Background: an optimization exercise with open tools, aiming at small area and a short achievable clock period. Do not read the settings as production practice.
In this exercise RTL edits were held to simulation tests only and were not proved equivalent to the original.

==> flow/design.v (excerpt) <==
module top_module(final_out,clk,reset,load,select,qnan,snan,negzero,poszero,neginfinity,posinfinity,overflow,underflow,a,b);
Size: ~270 flip-flops, ~110 I/O pins, roughly 0.044 mm² of cells after synthesis.
Settings: LEC_CHECK=0, ABC_AREA=1, CAP_MARGIN=20, CORE_MARGIN=2, CORE_UTILIZATION=65, SLEW_MARGIN=60; clock period 110.0 ns.
run.sh (not shown) runs the stock make flow with config.mk's settings and CLKGATE_MAP_FILE= SYNTH_SCRIPT=/design/flow/synth_recipe.tcl, a recipe that flattens the netlist after the stock synthesis.
Next try:
--- a/flow/config.mk
+++ b/flow/config.mk
@@ -9,4 +9,4 @@
 export CAP_MARGIN = 20
 export CORE_MARGIN = 2
-export CORE_UTILIZATION = 65
+export CORE_UTILIZATION = 40
 export SLEW_MARGIN = 60
=> Final cell count grows by 8.0%. Sequential cell count is unchanged. Design area grows by 1.5%. Die area grows by 61%. Wire length grows by 4.5%.
Next try:
--- a/flow/config.mk
+++ b/flow/config.mk
@@ -10,3 +10,3 @@
 export CORE_MARGIN = 2
 export CORE_UTILIZATION = 40
-export SLEW_MARGIN = 60
+export SLEW_MARGIN = 45
Result:
- first-iteration DRC count came out higher by 6.8%
- cell count hardly moves
- routed wire length hardly moves
- maximum frequency came out lower by 1.7%
- area after synthesis stays the same
- worst setup slack loses 710 ps


top_module again, from the RTL that the note above started with.
// top_module
module top_module(final_out,clk,reset,load,select,qnan,snan,negzero,poszero,neginfinity,posinfinity,overflow,underflow,a,b);
  input [31:0] a,b;
  output [31:0] final_out;
  input clk,reset,load;
  input [1:0] select;
  output qnan,snan,negzero,poszero,neginfinity,posinfinity,overflow,underflow;
  localparam K1 = 4;             
  localparam K3 = 2;             
  localparam K2 = 13 - K1 - K3;  
  wire isdiv1 = &select;
  wire [26:0] o1a, o2a;
  md_ops ops1(isdiv1, a[22:0], b[22:0], o1a, o2a);
  wire [3:0] qf, qb0;
  md_first mf(a[22:0], b[22:20], qf);
  booth_dig bd0(b[1], b[0], 1'b0, qb0);
  wire [26:0] s1, bv1, m1;
  wire h1;
  wire [3:0] q1;
  wire [2*K1-1:0] p1, n1, ls1, lc1;
  md_rows #(0, K1) rows1(27'b0, 27'b0, isdiv1 ? qf : qb0, {2'b01, a[22:0]}, isdiv1, o1a, o2a, b[22:20],
    {3'b001, b[22:0]}, s1, bv1, q1, m1, h1, p1, n1, ls1, lc1);
  wire [2*K1-1:0] pn1_p = isdiv1 ? {qf[3:2], p1[2*K1-1:2]} : ls1;
  wire [2*K1-1:0] pn1_n = isdiv1 ? {qf[1:0], n1[2*K1-1:2]} : lc1;
  reg [31:0] ra, rb;
  reg [1:0] rsel;
  reg rdiv;
  always @(posedge clk)
    if (reset) begin
      ra <= 0; rb <= 0; rsel <= 0; rdiv <= 0;
    end else if (load) begin
      ra <= a; rb <= b; rsel <= select; rdiv <= isdiv1;
    end
  reg [26:0] rs, rm;
  reg rh;
  reg [2*K1-1:0] rP, rN;
  always @(posedge clk)
    if (load) begin
      rs <= s1; rm <= m1; rh <= h1; rP <= pn1_p; rN <= pn1_n;
    end
  wire agtb, altb;
  comparator u_cmp(ra[30:0], rb[30:0], agtb, altb);
  wire [31:0] addsub;
  fpadder3 u_as(ra, rb, rsel[0], agtb, altb, addsub);
  wire isdiv2 = rdiv;
  wire [26:0] o1b, o2b;
  md_ops ops2(isdiv2, ra[22:0], rb[22:0], o1b, o2b);
  wire [26:0] s2, bv2, m2;
  wire h2;
  wire [3:0] q2;
  wire [2*K2-1:0] p2, n2, ls2, lc2;
  wire [3:0] rqd, rqb, rq;
  wire [26:0] rbv;
  md_next nx2(rs, rm, rh, rb[22:20], rqd);
  booth_dig bd2(rb[2*K1+1], rb[2*K1], rb[2*K1-1], rqb);
  assign rq = isdiv2 ? rqd : rqb;
  md_bvec bvc2(isdiv2, rm, rh, rbv);
  md_rows #(K1, K2) rows2(rs, rbv, rq, 25'b0, isdiv2, o1b, o2b, rb[22:20],
    {3'b001, rb[22:0]}, s2, bv2, q2, m2, h2, p2, n2, ls2, lc2);
  wire [2*(K1+K2)-1:0] lsv = {ls2, rP};
  wire [2*(K1+K2)-1:0] lcv = {lc2, rN};
  wire [2*(K1+K2):0] lcy;
  ...
make LEC_CHECK=0 ABC_AREA=1 CAP_MARGIN=20 CORE_MARGIN=2 CORE_UTILIZATION=60 SLEW_MARGIN=60 finish   # period 110.0 ns
Rerun with:
- CORE_UTILIZATION: 60 -> 55
- clock skew is about the same
- via count goes down slightly
- design area hardly moves
- sequential share of layout area hardly moves
- clock-buffer cell count goes up by 2
- wire length goes up slightly
- critical path depth goes down by 16
- first-iteration DRC count goes down by roughly a tenth

==> static timing again, ports no longer ideal <==
In the flow no input, the clock included, has a driving cell. The finished layouts below were timed again as built, in two steps.
Step 1, drivers: a clkbuf_16 drives clk and a buf_2 each remaining input, both assumed.
Step 2 times the ports against the registers' clock, not the clock port: input delays grow and output delays shrink by t, the midpoint of the rising clock arrivals with the driver on.
a / b / c = ideal / step 1 / step 2; a / b = the first two.
run | t (ns) | setup slack, ns | worst setup path after step 2 | slew at the worst register clock pin (ns) | cell pins on the clock port's net
the first run of note 1 | 0.689 | 69.620 / 69.549 / 69.350 | input to register | 0.09 / 0.09 | 1
the second run of note 1 | 0.613 | 69.577 / 69.628 / 69.014 | input to register | 0.07 / 0.07 | 1
the third run of note 1 | 0.634 | 68.869 / 68.912 / 68.278 | input to register | 0.07 / 0.07 | 1
the first run of note 2 | 0.662 | 69.875 / 69.913 / 69.251 | input to register | 0.08 / 0.08 | 1
the second run of note 2 | 0.676 | 70.118 / 70.047 / 69.723 | input to register | 0.08 / 0.08 | 1
After both steps every run listed still meets setup and hold. The setup slack of the first run of note 2, which loses most, moves by +0.038 ns with the drivers and by -0.624 ns with both steps.
